Background: an optimization exercise with open tools, aiming at small area. Do not read the settings as production practice.
The RTL was checked by simulation tests, not by an equivalence proof against the original design.
Power figures rest on the tool's default switching activity, not on a simulated workload.

==> v21: inputs <==
==> flow/design.v <==
module guitar_cpu (clock, reset, strum, buttons, intersections,
	imem_addr, imem_data, dmem_addr, dmem_wdata, dmem_we, dmem_rdata, score);
	input clock, reset, strum;
	input [3:0] buttons, intersections;
	output [11:0] imem_addr;
	input [31:0] imem_data;
	output [11:0] dmem_addr;
	output [31:0] dmem_wdata;
	output dmem_we;
	input [31:0] dmem_rdata;
	output reg [31:0] score;
	reg [31:0] pc;
	reg [31:0] fd_ir;
	reg [31:0] dx_ir, dx_pc, dx_a, dx_b;
	reg [31:0] xm_o, xm_b;
	reg [4:0]  xm_rd;
	reg        xm_w, xm_lw, xm_jal, xm_nb, xm_sw;
	reg [31:0] mw_o;
	reg [4:0]  mw_rd;
	reg        mw_w, mw_lw, mw_jal;
	reg        wm_sel;   
	reg        new_s, old_s, g0, g1, g2, inc;
	wire [4:0] fo = fd_ir[31:27];
	wire f_rtype = fo == 5'b00000;
	wire f_addi  = fo == 5'b00101;
	wire f_lw    = fo == 5'b01000;
	wire f_sw    = fo == 5'b00111;
	wire f_bne   = fo == 5'b00010;
	wire f_blt   = fo == 5'b00110;
	wire f_jr    = fo == 5'b00100;
	wire f_bex   = fo == 5'b10110;
	wire [4:0] reg_a = (f_rtype | f_addi | f_sw | f_lw) ? fd_ir[21:17] :
	                   (f_bne | f_blt | f_jr) ? fd_ir[26:22] :
	                   f_bex ? 5'd30 : 5'd0;
	wire [4:0] reg_b = (f_rtype | f_addi) ? fd_ir[16:12] :
	                   (f_bne | f_blt) ? fd_ir[21:17] :
	                   (f_sw | f_lw) ? fd_ir[26:22] : 5'd0;
	wire [4:0] f_rt  = f_rtype ? fd_ir[16:12] :
	                   (f_addi | f_lw | f_sw) ? fd_ir[26:22] :
	                   (f_bne | f_blt) ? fd_ir[21:17] : 5'd0;
	wire [4:0] xo = dx_ir[31:27];
	wire x_rtype = xo == 5'b00000;
	wire x_addi  = xo == 5'b00101;
	wire x_lw    = xo == 5'b01000;
	wire x_sw    = xo == 5'b00111;
	wire x_bne   = xo == 5'b00010;
	wire x_blt   = xo == 5'b00110;
	wire x_jal   = xo == 5'b00011;
	wire x_j     = xo == 5'b00001;
	wire x_jr    = xo == 5'b00100;
	wire x_setx  = xo == 5'b10101;
	wire x_bex   = xo == 5'b10110;
	wire [4:0] x_rs = (x_rtype | x_addi | x_sw | x_lw) ? dx_ir[21:17] :
	                  (x_bne | x_blt | x_jr) ? dx_ir[26:22] :
	                  x_bex ? 5'd30 : 5'd0;
	wire [4:0] x_rt = x_rtype ? dx_ir[16:12] :
	                  (x_addi | x_lw | x_sw) ? dx_ir[26:22] :
	                  (x_bne | x_blt) ? dx_ir[21:17] : 5'd0;
	wire stall = x_lw & ((fd_ir[21:17] == dx_ir[26:22]) |
	                     ((fd_ir[16:12] == dx_ir[26:22]) & ~f_sw));
	wire gsel1 = g2 | g1;
	wire gsel0 = (~g2 & g0) | g2;
	wire inject = gsel1 | gsel0;
	wire [31:0] xm_oe = xm_jal ? 32'b0 : xm_o;    
	wire mx_a = (xm_rd == x_rs) & ~xm_nb & (xm_rd != 5'd0);
	wire mx_b = (xm_rd == x_rt) & ~xm_nb & (xm_rd != 5'd0);
	wire [31:0] byp_a = mx_a ? xm_oe : dx_a;
	wire [31:0] byp_b = mx_b ? xm_oe : dx_b;
	wire [31:0] imm_s = {{15{dx_ir[16]}}, dx_ir[16:0]};
	wire [31:0] imm_t = {5'b0, dx_ir[26:0]};
	wire [31:0] alu_a = x_setx ? 32'b0 : byp_a;
	wire [31:0] alu_b = (x_addi | x_sw | x_lw) ? imm_s :
	                    x_setx ? imm_t :
	                    x_bex ? 32'b0 : byp_b;
	wire [2:0] aop = x_rtype ? dx_ir[4:2] : {2'b0, x_bne | x_blt | x_bex};
	wire [4:0] shamt = dx_ir[11:7];
	wire sub = aop[0] & ~aop[1];
	wire [31:0] cb = sub ? ~alu_b : alu_b;
	wire [31:0] sum = alu_a + cb + {31'b0, aop[0]};
	wire ovf = (~alu_a[31] & ~cb[31] & sum[31]) | (alu_a[31] & cb[31] & ~sum[31]);
	wire lt = (alu_a[31] & ~cb[31] & sum[31]) | (alu_a[31] & cb[31]) |
	          (~alu_a[31] & cb[31] & sum[31]);
	wire ne = |sum;
	function [31:0] rev(input [31:0] x);
		integer j;
		begin
			for (j = 0; j < 32; j = j + 1) rev[j] = x[31-j];
		end
	endfunction
	wire sh_left = ~aop[0];
	wire [31:0] sh_in = sh_left ? rev(alu_a) : alu_a;
	wire sh_fill = ~sh_left & alu_a[31];
	wire [63:0] sh_ext = {{32{sh_fill}}, sh_in};
	wire [63:0] sh_out = sh_ext >> shamt;
	wire [31:0] shr = sh_out[31:0];
	wire [31:0] shl = rev(shr);
	reg [31:0] res;
	always @* begin
		case (aop)
			3'd0, 3'd1: res = sum;
			3'd2: res = alu_a & alu_b;
			3'd3: res = alu_a | alu_b;
			3'd4: res = shl;
			3'd5: res = shr;
			default: res = 32'b0;
		endcase
	end
	wire branch = (x_blt & lt) | (x_bne & ne) | x_jal | x_j | x_jr | (x_bex & ne);
	wire [31:0] target = x_jr ? byp_a :
	                     (x_j | x_jal | x_bex) ? imm_t :
	                     dx_pc + imm_s;
	wire to_r30 = ovf | x_setx;
	assign imem_addr = pc[11:0];
	wire [31:0] pc_next = branch ? target : pc + 32'd1;
	wire [31:0] fetched = branch ? 32'b0 : imem_data;
	wire [31:0] fd_in = ~inject ? fetched :
	                    ~gsel1 ? (inc ? 32'h28800002 : 32'h28800000) :
	                    ~gsel0 ? 32'h28400001 : 32'b0;
	wire flush = stall | branch;
	wire [31:0] wb_data = mw_lw ? dmem_rdata : mw_o;
	wire rf_we = mw_w | mw_jal;
	wire [4:0] rf_wa = mw_w ? mw_rd : 5'd31;
	reg [31:0] rf [1:31];
	reg [31:1] valid;
	reg [31:0] rb_hold;
	reg ph_p, ph_n;
	wire ph = ph_p ^ ph_n;
	always @(posedge clock)
		if (rf_we && rf_wa != 5'd0) rf[rf_wa] <= wb_data;
	always @(posedge clock or posedge reset)
		if (reset) valid <= 31'b0;
		else if (rf_we && rf_wa != 5'd0) valid[rf_wa] <= 1'b1;
	always @(posedge clock or posedge reset)
		if (reset) ph_p <= 1'b1;
		else ph_p <= ~ph_p;
	wire [4:0] rp_addr = ph ? reg_a : reg_b;
	wire [31:0] rp_sel = {valid, 1'b0} & (32'd1 << rp_addr);
	reg [31:0] rp;
	integer k;
	always @* begin
		rp = 32'b0;
		for (k = 1; k < 32; k = k + 1)
			rp = rp | ({32{rp_sel[k]}} & rf[k]);
	end
	wire wt_b = rf_we & (rf_wa == reg_b) & (rf_wa != 5'd0);
	always @(posedge clock)
		rb_hold <= wt_b ? wb_data : rp;
	wire [31:0] rd_a = rp;
	wire [31:0] rd_b = rb_hold;
	wire [31:0] xm_wb = xm_lw ? dmem_rdata : xm_o;
	wire wx_a = (xm_rd == reg_a) & ~xm_nb & (xm_rd != 5'd0) & ~flush;
	wire wx_b = (xm_rd == f_rt) & ~xm_nb & (xm_rd != 5'd0) & ~flush;
	assign dmem_addr = xm_oe[11:0];
	assign dmem_we = xm_sw;
	assign dmem_wdata = wm_sel ? dmem_rdata : xm_b;
	always @(negedge clock or posedge reset) begin
		if (reset) begin
			pc <= 32'b0; fd_ir <= 32'b0;
			dx_ir <= 32'b0; dx_pc <= 32'b0; dx_a <= 32'b0; dx_b <= 32'b0;
			xm_o <= 32'b0; xm_b <= 32'b0; xm_rd <= 5'b0;
			xm_w <= 1'b0; xm_lw <= 1'b0; xm_jal <= 1'b0; xm_nb <= 1'b0; xm_sw <= 1'b0;
			wm_sel <= 1'b0; mw_o <= 32'b0; mw_rd <= 5'b0; mw_w <= 1'b0; mw_lw <= 1'b0; mw_jal <= 1'b0;
			ph_n <= 1'b0; new_s <= 1'b0; old_s <= 1'b0; g0 <= 1'b0; g1 <= 1'b0; g2 <= 1'b0; inc <= 1'b0;
		end else begin
			if (~stall & ~inject) pc <= pc_next;
			if (~stall) fd_ir <= fd_in;
			dx_ir <= flush ? 32'b0 : fd_ir;
			dx_pc <= pc;
			dx_a <= wx_a ? xm_wb : rd_a;
			dx_b <= wx_b ? xm_wb : rd_b;
			xm_o <= x_jal ? dx_pc : (ovf ? 32'd1 : res);
			xm_b <= byp_b;
			xm_rd <= to_r30 ? 5'd30 : dx_ir[26:22];
			xm_w <= to_r30 | x_rtype | x_addi | x_lw;
			xm_lw <= ~to_r30 & x_lw;
			xm_jal <= ~to_r30 & x_jal;
			xm_nb <= ~to_r30 & (x_sw | x_bne | x_blt);
			xm_sw <= ~to_r30 & x_sw;
			wm_sel <= xm_lw & (xm_rd == dx_ir[26:22]);
			mw_o <= xm_o; mw_rd <= xm_rd;
			mw_w <= xm_w; mw_lw <= xm_lw; mw_jal <= xm_jal;
			new_s <= strum; old_s <= new_s;
			ph_n <= ph_p;
			inc <= buttons == intersections;
			g0 <= (~g2 & ~g1 & ~g0 & new_s & ~old_s) | (~g2 & g1 & ~g0) | (g2 & ~g1 & ~g0);
			g1 <= (~g2 & ~g1 & g0) | (~g2 & g1 & ~g0);
			g2 <= (g2 & ~g1 & ~g0) | (~g2 & g1 & g0);
		end
	end
	always @(posedge clock or posedge reset)
		if (reset) score <= 32'b0;
		else if (mw_rd == 5'd28 && wb_data != 32'd1) score <= wb_data;
endmodule
==> flow/run.sh <==
#!/bin/bash
# synth_recipe.tcl (not shown) runs the flow's synth.tcl, then flattens the netlist and writes it again
# the make line also repeats each setting of config.mk as NAME=value (left out here)
make -C /OpenROAD-flow-scripts/flow DESIGN_CONFIG=/design/flow/config.mk WORK_HOME=/design/flow/orfs CLKGATE_MAP_FILE= SYNTH_SCRIPT=/design/flow/synth_recipe.tcl finish
==> flow/config.mk <==
export PLATFORM = sky130hd
export DESIGN_NAME = guitar_cpu
export DESIGN_NICKNAME = guitar_cpu
export VERILOG_FILES = /design/flow/design.v
export SDC_FILE = /design/flow/constraint.sdc
export NUM_CORES = 4
export LEC_CHECK = 0
export CAP_MARGIN = 20
export CORE_MARGIN = 2
export CORE_UTILIZATION = 55
export CTS_BUF_LIST = sky130_fd_sc_hd__clkbuf_4 sky130_fd_sc_hd__clkbuf_8
export SLEW_MARGIN = 20
==> flow/constraint.sdc <==
create_clock -name core_clock -period 12.0 [get_ports {clock}]
set_input_delay 2.4000 -clock core_clock [delete_from_list [all_inputs] [get_ports {clock}]]
set_output_delay 2.4000 -clock core_clock [all_outputs]
set_load 0.01 [all_outputs]
==> v17 (differences from v21) <==
--- a/flow/design.v
+++ b/flow/design.v
@@ -11,7 +11,8 @@
 	output reg [31:0] score;
 	reg [31:0] pc;
 	reg [31:0] fd_ir;
-	reg [31:0] dx_ir, dx_pc, dx_a, dx_b;
+	reg [31:0] dx_ir, dx_a, dx_b;
+	reg        adv;    
 	reg [31:0] xm_o, xm_b;
 	reg [4:0]  xm_rd;
 	reg        xm_w, xm_lw, xm_jal, xm_nb, xm_sw;
@@ -61,57 +62,28 @@
 	wire gsel1 = g2 | g1;
 	wire gsel0 = (~g2 & g0) | g2;
 	wire inject = gsel1 | gsel0;
-	wire [31:0] xm_oe = xm_jal ? 32'b0 : xm_o;    
 	wire mx_a = (xm_rd == x_rs) & ~xm_nb & (xm_rd != 5'd0);
 	wire mx_b = (xm_rd == x_rt) & ~xm_nb & (xm_rd != 5'd0);
-	wire [31:0] byp_a = mx_a ? xm_oe : dx_a;
-	wire [31:0] byp_b = mx_b ? xm_oe : dx_b;
+	wire [31:0] byp_a = mx_a ? xm_o : dx_a;
+	wire [31:0] byp_b = mx_b ? xm_o : dx_b;
 	wire [31:0] imm_s = {{15{dx_ir[16]}}, dx_ir[16:0]};
 	wire [31:0] imm_t = {5'b0, dx_ir[26:0]};
-	wire [31:0] alu_a = x_setx ? 32'b0 : byp_a;
-	wire [31:0] alu_b = (x_addi | x_sw | x_lw) ? imm_s :
-	                    x_setx ? imm_t :
-	                    x_bex ? 32'b0 : byp_b;
-	wire [2:0] aop = x_rtype ? dx_ir[4:2] : {2'b0, x_bne | x_blt | x_bex};
-	wire [4:0] shamt = dx_ir[11:7];
-	wire sub = aop[0] & ~aop[1];
-	wire [31:0] cb = sub ? ~alu_b : alu_b;
-	wire [31:0] sum = alu_a + cb + {31'b0, aop[0]};
-	wire ovf = (~alu_a[31] & ~cb[31] & sum[31]) | (alu_a[31] & cb[31] & ~sum[31]);
-	wire lt = (alu_a[31] & ~cb[31] & sum[31]) | (alu_a[31] & cb[31]) |
-	          (~alu_a[31] & cb[31] & sum[31]);
-	wire ne = |sum;
-	function [31:0] rev(input [31:0] x);
-		integer j;
-		begin
-			for (j = 0; j < 32; j = j + 1) rev[j] = x[31-j];
-		end
-	endfunction
-	wire sh_left = ~aop[0];
-	wire [31:0] sh_in = sh_left ? rev(alu_a) : alu_a;
-	wire sh_fill = ~sh_left & alu_a[31];
-	wire [63:0] sh_ext = {{32{sh_fill}}, sh_in};
-	wire [63:0] sh_out = sh_ext >> shamt;
-	wire [31:0] shr = sh_out[31:0];
-	wire [31:0] shl = rev(shr);
-	reg [31:0] res;
-	always @* begin
-		case (aop)
-			3'd0, 3'd1: res = sum;
-			3'd2: res = alu_a & alu_b;
-			3'd3: res = alu_a | alu_b;
-			3'd4: res = shl;
-			3'd5: res = shr;
-			default: res = 32'b0;
-		endcase
-	end
+	wire [31:0] res;
+	wire ovf, lt, ne;
+	alu_blk u_alu(.byp_a(byp_a), .byp_b(byp_b), .imm_s(imm_s), .imm_t(imm_t), .dx_ir(dx_ir),
+		.x_setx(x_setx), .x_addi(x_addi), .x_sw(x_sw), .x_lw(x_lw), .x_bex(x_bex),
+		.x_rtype(x_rtype), .x_bne(x_bne), .x_blt(x_blt), .res(res), .ovf(ovf), .lt(lt), .ne(ne));
 	wire branch = (x_blt & lt) | (x_bne & ne) | x_jal | x_j | x_jr | (x_bex & ne);
+	wire [17:0] imm_m1 = {dx_ir[16], dx_ir[16:0]} - 18'd1;
+	wire [31:0] pcx_b = x_jal ? 32'hffffffff : {{14{imm_m1[17]}}, imm_m1};
+	wire [31:0] pcx = pc + pcx_b + {31'b0, ~adv};
 	wire [31:0] target = x_jr ? byp_a :
-	                     (x_j | x_jal | x_bex) ? imm_t :
-	                     dx_pc + imm_s;
+	                     (x_j | x_jal | x_bex) ? imm_t : pcx;
 	wire to_r30 = ovf | x_setx;
 	assign imem_addr = pc[11:0];
-	wire [31:0] pc_next = branch ? target : pc + 32'd1;
+	wire [31:0] pc_inc;
+	pc_incr u_inc(.a(pc), .y(pc_inc));
+	wire [31:0] pc_next = branch ? target : pc_inc;
 	wire [31:0] fetched = branch ? 32'b0 : imem_data;
 	wire [31:0] fd_in = ~inject ? fetched :
 	                    ~gsel1 ? (inc ? 32'h28800002 : 32'h28800000) :
@@ -135,50 +107,56 @@
 		else ph_p <= ~ph_p;
 	wire [4:0] rp_addr = ph ? reg_a : reg_b;
 	wire [31:0] rp_sel = {valid, 1'b0} & (32'd1 << rp_addr);
-	reg [31:0] rp;
-	integer k;
-	always @* begin
-		rp = 32'b0;
-		for (k = 1; k < 32; k = k + 1)
-			rp = rp | ({32{rp_sel[k]}} & rf[k]);
-	end
+	wire [31:0] rp;
+	genvar gb, gj;
+	generate
+		for (gb = 0; gb < 32; gb = gb + 1) begin: rpb
+			wire [10:0] g;
+			for (gj = 0; gj < 10; gj = gj + 1) begin: rpt
+				rf_aoi3 u_aoi(.s0(rp_sel[3*gj+1]), .d0(rf[3*gj+1][gb]),
+				              .s1(rp_sel[3*gj+2]), .d1(rf[3*gj+2][gb]),
+				              .s2(rp_sel[3*gj+3]), .d2(rf[3*gj+3][gb]),
+				              .y(g[gj]));
+			end
+			assign g[10] = ~(rp_sel[31] & rf[31][gb]);
+			rf_nand11 u_or(.g(g), .y(rp[gb]));
+		end
+	endgenerate
 	wire wt_b = rf_we & (rf_wa == reg_b) & (rf_wa != 5'd0);
 	always @(posedge clock)
 		rb_hold <= wt_b ? wb_data : rp;
 	wire [31:0] rd_a = rp;
 	wire [31:0] rd_b = rb_hold;
-	wire [31:0] xm_wb = xm_lw ? dmem_rdata : xm_o;
+	wire [31:0] xm_wb = xm_lw ? dmem_rdata : xm_jal ? xm_b : xm_o;
 	wire wx_a = (xm_rd == reg_a) & ~xm_nb & (xm_rd != 5'd0) & ~flush;
 	wire wx_b = (xm_rd == f_rt) & ~xm_nb & (xm_rd != 5'd0) & ~flush;
-	assign dmem_addr = xm_oe[11:0];
+	assign dmem_addr = xm_o[11:0];
 	assign dmem_we = xm_sw;
 	assign dmem_wdata = wm_sel ? dmem_rdata : xm_b;
 	always @(negedge clock or posedge reset) begin
 		if (reset) begin
 			pc <= 32'b0; fd_ir <= 32'b0;
-			dx_ir <= 32'b0; dx_pc <= 32'b0; dx_a <= 32'b0; dx_b <= 32'b0;
+			dx_ir <= 32'b0; adv <= 1'b0; dx_a <= 32'b0; dx_b <= 32'b0;
 			xm_o <= 32'b0; xm_b <= 32'b0; xm_rd <= 5'b0;
 			xm_w <= 1'b0; xm_lw <= 1'b0; xm_jal <= 1'b0; xm_nb <= 1'b0; xm_sw <= 1'b0;
-			wm_sel <= 1'b0; mw_o <= 32'b0; mw_rd <= 5'b0; mw_w <= 1'b0; mw_lw <= 1'b0; mw_jal <= 1'b0;
+			wm_sel <= 1'b0;
 			ph_n <= 1'b0; new_s <= 1'b0; old_s <= 1'b0; g0 <= 1'b0; g1 <= 1'b0; g2 <= 1'b0; inc <= 1'b0;
 		end else begin
 			if (~stall & ~inject) pc <= pc_next;
 			if (~stall) fd_ir <= fd_in;
 			dx_ir <= flush ? 32'b0 : fd_ir;
-			dx_pc <= pc;
+			adv <= ~inject;
 			dx_a <= wx_a ? xm_wb : rd_a;
 			dx_b <= wx_b ? xm_wb : rd_b;
-			xm_o <= x_jal ? dx_pc : (ovf ? 32'd1 : res);
-			xm_b <= byp_b;
+			xm_o <= ovf ? 32'd1 : res;
+			xm_b <= x_jal ? pcx : byp_b;    
 			xm_rd <= to_r30 ? 5'd30 : dx_ir[26:22];
 			xm_w <= to_r30 | x_rtype | x_addi | x_lw;
 			xm_lw <= ~to_r30 & x_lw;
 			xm_jal <= ~to_r30 & x_jal;
 			xm_nb <= ~to_r30 & (x_sw | x_bne | x_blt);
 			xm_sw <= ~to_r30 & x_sw;
-			wm_sel <= xm_lw & (xm_rd == dx_ir[26:22]);
-			mw_o <= xm_o; mw_rd <= xm_rd;
-			mw_w <= xm_w; mw_lw <= xm_lw; mw_jal <= xm_jal;
+			wm_sel <= xm_lw & (xm_rd == dx_ir[26:22]) & x_sw & ~to_r30;
 			new_s <= strum; old_s <= new_s;
 			ph_n <= ph_p;
 			inc <= buttons == intersections;
@@ -187,7 +165,74 @@
 			g2 <= (g2 & ~g1 & ~g0) | (~g2 & g1 & g0);
 		end
 	end
+	always @(posedge clock) begin
+		mw_o <= xm_jal ? xm_b : xm_o; mw_rd <= xm_rd;
+		mw_w <= xm_w; mw_lw <= xm_lw; mw_jal <= xm_jal;
+	end
 	always @(posedge clock or posedge reset)
 		if (reset) score <= 32'b0;
 		else if (mw_rd == 5'd28 && wb_data != 32'd1) score <= wb_data;
 endmodule
+module rf_aoi3 (s0, d0, s1, d1, s2, d2, y);
+	input s0, d0, s1, d1, s2, d2;
+	output y;
+	assign y = ~((s0 & d0) | (s1 & d1) | (s2 & d2));
+endmodule
+module rf_nand11 (g, y);
+	input [10:0] g;
+	output y;
+	assign y = ~&g;
+endmodule
+module alu_blk(byp_a, byp_b, imm_s, imm_t, dx_ir, x_setx, x_addi, x_sw, x_lw, x_bex, x_rtype, x_bne, x_blt, res, ovf, lt, ne);
+	input [31:0] byp_a, byp_b, imm_s, imm_t, dx_ir;
+	input x_setx, x_addi, x_sw, x_lw, x_bex, x_rtype, x_bne, x_blt;
+	output reg [31:0] res;
+	output ovf, lt, ne;
+	wire [31:0] alu_a = x_setx ? 32'b0 : byp_a;
+	wire [31:0] alu_b = (x_addi | x_sw | x_lw) ? imm_s :
+	                    x_setx ? imm_t :
+	                    x_bex ? 32'b0 : byp_b;
+	wire [2:0] aop = x_rtype ? dx_ir[4:2] : {2'b0, x_bne | x_blt | x_bex};
+	wire [4:0] shamt = dx_ir[11:7];
+	wire sub = aop[0] & ~aop[1];
+	wire [31:0] cb = sub ? ~alu_b : alu_b;
+	wire [31:0] sum = alu_a + cb + {31'b0, aop[0]};
+	assign ovf = (~alu_a[31] & ~cb[31] & sum[31]) | (alu_a[31] & cb[31] & ~sum[31]);
+	assign lt = (alu_a[31] & ~cb[31] & sum[31]) | (alu_a[31] & cb[31]) |
+	          (~alu_a[31] & cb[31] & sum[31]);
+	assign ne = |sum;
+	function [31:0] rev(input [31:0] x);
+		integer j;
+		begin
+			for (j = 0; j < 32; j = j + 1) rev[j] = x[31-j];
+		end
+	endfunction
+	wire sh_left = ~aop[0];
+	wire [31:0] sh_in = sh_left ? rev(byp_a) : byp_a;
+	wire sh_fill = ~sh_left & byp_a[31];
+	wire [63:0] sh_ext = {{32{sh_fill}}, sh_in};
+	wire [63:0] sh_out = sh_ext >> shamt;
+	wire [31:0] shr = sh_out[31:0];
+	wire [31:0] shl = rev(shr);
+	wire r_sum = ~aop[2] & ~aop[1];
+	wire r_and = ~aop[2] & aop[1] & ~aop[0];
+	wire r_or  = ~aop[2] & aop[1] & aop[0];
+	wire r_shl = aop[2] & ~aop[1] & ~aop[0];
+	wire r_shr = aop[2] & ~aop[1] & aop[0];
+	always @*
+		res = ({32{r_sum}} & sum) | ({32{r_and}} & byp_a & byp_b) | ({32{r_or}} & (byp_a | byp_b)) |
+		      ({32{r_shl}} & shl) | ({32{r_shr}} & shr);
+endmodule
+module pc_incr(a, y);
+	input [31:0] a;
+	output [31:0] y;
+	wire [32:0] c;
+	assign c[0] = 1'b1;
+	genvar i;
+	generate
+		for (i = 0; i < 32; i = i + 1) begin: ha
+			assign y[i] = a[i] ^ c[i];
+			assign c[i+1] = a[i] & c[i];
+		end
+	endgenerate
+endmodule
==> flow/flow/run.sh (new file) <==
#!/bin/bash
# The standard layout (the standard.sh: standard synthesis, floorplan,
# power grid, placement, CTS, routing), with two arguments changed:
#  - CTS: clkbuf_4 buffers on clusters of at most 8 sinks (40 um), and no
#    dummy loads; this keeps flip-flop clock-pin slews near 115 ps;
#  - port buffers use the smallest buffer cell (every port still gets one).
set -euo pipefail
export CTS_ARGS="-sink_clustering_enable -repair_clock_nets -dont_use_dummy_load -buf_list {sky130_fd_sc_hd__clkbuf_4} -sink_clustering_size 8 -sink_clustering_max_diameter 40"
export BUFFER_PORTS_ARGS="-buffer_cell sky130_fd_sc_hd__buf_1"
bash standard.sh > standard_flow.log 2>&1
==> flow/standard.sh (new file) <==
#!/bin/bash
# synth_recipe.tcl (not shown) runs the flow's synth.tcl, then flattens the netlist and writes it again
# the make line also repeats each setting of config.mk as NAME=value (left out here)
make -C /OpenROAD-flow-scripts/flow DESIGN_CONFIG=/design/flow/config.mk WORK_HOME=/design/flow/orfs CLKGATE_MAP_FILE= SYNTH_SCRIPT=/design/flow/synth_recipe.tcl "${@:-finish}"
--- a/flow/config.mk
+++ b/flow/config.mk
@@ -7,6 +7,6 @@
 export LEC_CHECK = 0
 export CAP_MARGIN = 20
 export CORE_MARGIN = 2
-export CORE_UTILIZATION = 55
-export CTS_BUF_LIST = sky130_fd_sc_hd__clkbuf_4 sky130_fd_sc_hd__clkbuf_8
+export CORE_UTILIZATION = 85
 export SLEW_MARGIN = 20
+export SYNTH_HIERARCHICAL = 1
removed: flow/run.sh
==> v33 (differences from v21) <==
--- a/flow/design.v
+++ b/flow/design.v
@@ -18,7 +18,6 @@
 	reg [31:0] mw_o;
 	reg [4:0]  mw_rd;
 	reg        mw_w, mw_lw, mw_jal;
-	reg        wm_sel;   
 	reg        new_s, old_s, g0, g1, g2, inc;
 	wire [4:0] fo = fd_ir[31:27];
 	wire f_rtype = fo == 5'b00000;
@@ -152,14 +151,14 @@
 	wire wx_b = (xm_rd == f_rt) & ~xm_nb & (xm_rd != 5'd0) & ~flush;
 	assign dmem_addr = xm_oe[11:0];
 	assign dmem_we = xm_sw;
-	assign dmem_wdata = wm_sel ? dmem_rdata : xm_b;
+	assign dmem_wdata = (mw_lw & (mw_rd == xm_rd)) ? dmem_rdata : xm_b;
 	always @(negedge clock or posedge reset) begin
 		if (reset) begin
 			pc <= 32'b0; fd_ir <= 32'b0;
 			dx_ir <= 32'b0; dx_pc <= 32'b0; dx_a <= 32'b0; dx_b <= 32'b0;
 			xm_o <= 32'b0; xm_b <= 32'b0; xm_rd <= 5'b0;
 			xm_w <= 1'b0; xm_lw <= 1'b0; xm_jal <= 1'b0; xm_nb <= 1'b0; xm_sw <= 1'b0;
-			wm_sel <= 1'b0; mw_o <= 32'b0; mw_rd <= 5'b0; mw_w <= 1'b0; mw_lw <= 1'b0; mw_jal <= 1'b0;
+			mw_o <= 32'b0; mw_rd <= 5'b0; mw_w <= 1'b0; mw_lw <= 1'b0; mw_jal <= 1'b0;
 			ph_n <= 1'b0; new_s <= 1'b0; old_s <= 1'b0; g0 <= 1'b0; g1 <= 1'b0; g2 <= 1'b0; inc <= 1'b0;
 		end else begin
 			if (~stall & ~inject) pc <= pc_next;
@@ -176,7 +175,6 @@
 			xm_jal <= ~to_r30 & x_jal;
 			xm_nb <= ~to_r30 & (x_sw | x_bne | x_blt);
 			xm_sw <= ~to_r30 & x_sw;
-			wm_sel <= xm_lw & (xm_rd == dx_ir[26:22]);
 			mw_o <= xm_o; mw_rd <= xm_rd;
 			mw_w <= xm_w; mw_lw <= xm_lw; mw_jal <= xm_jal;
 			new_s <= strum; old_s <= new_s;
--- a/flow/config.mk
+++ b/flow/config.mk
@@ -7,6 +7,5 @@
 export LEC_CHECK = 0
 export CAP_MARGIN = 20
 export CORE_MARGIN = 2
-export CORE_UTILIZATION = 55
-export CTS_BUF_LIST = sky130_fd_sc_hd__clkbuf_4 sky130_fd_sc_hd__clkbuf_8
+export CORE_UTILIZATION = 40
 export SLEW_MARGIN = 20
==> comparison <==
- Clock skew: v21 is higher than v33 (67 ps).
- Between v21 and v33, the lower routed wire length is in v21 (gap 2.9%, measured against v33).
- Against v33, the first-iteration DRC count of v21 is smaller by about 8%.
- Of v33 and v21, v21 has the higher clock-buffer cell count (gap 135).
- In v33 the total power is higher than in v21, by about 1.5%.
- In v33 the sequential cell count is lower than in v21, by 1.
- v17 failed in global routing (GRT-0232). v21 produced a clean layout. v33 completed with no timing, DRC or antenna violations.
- Against v21, the hold slack of v33 is better by 23 ps.
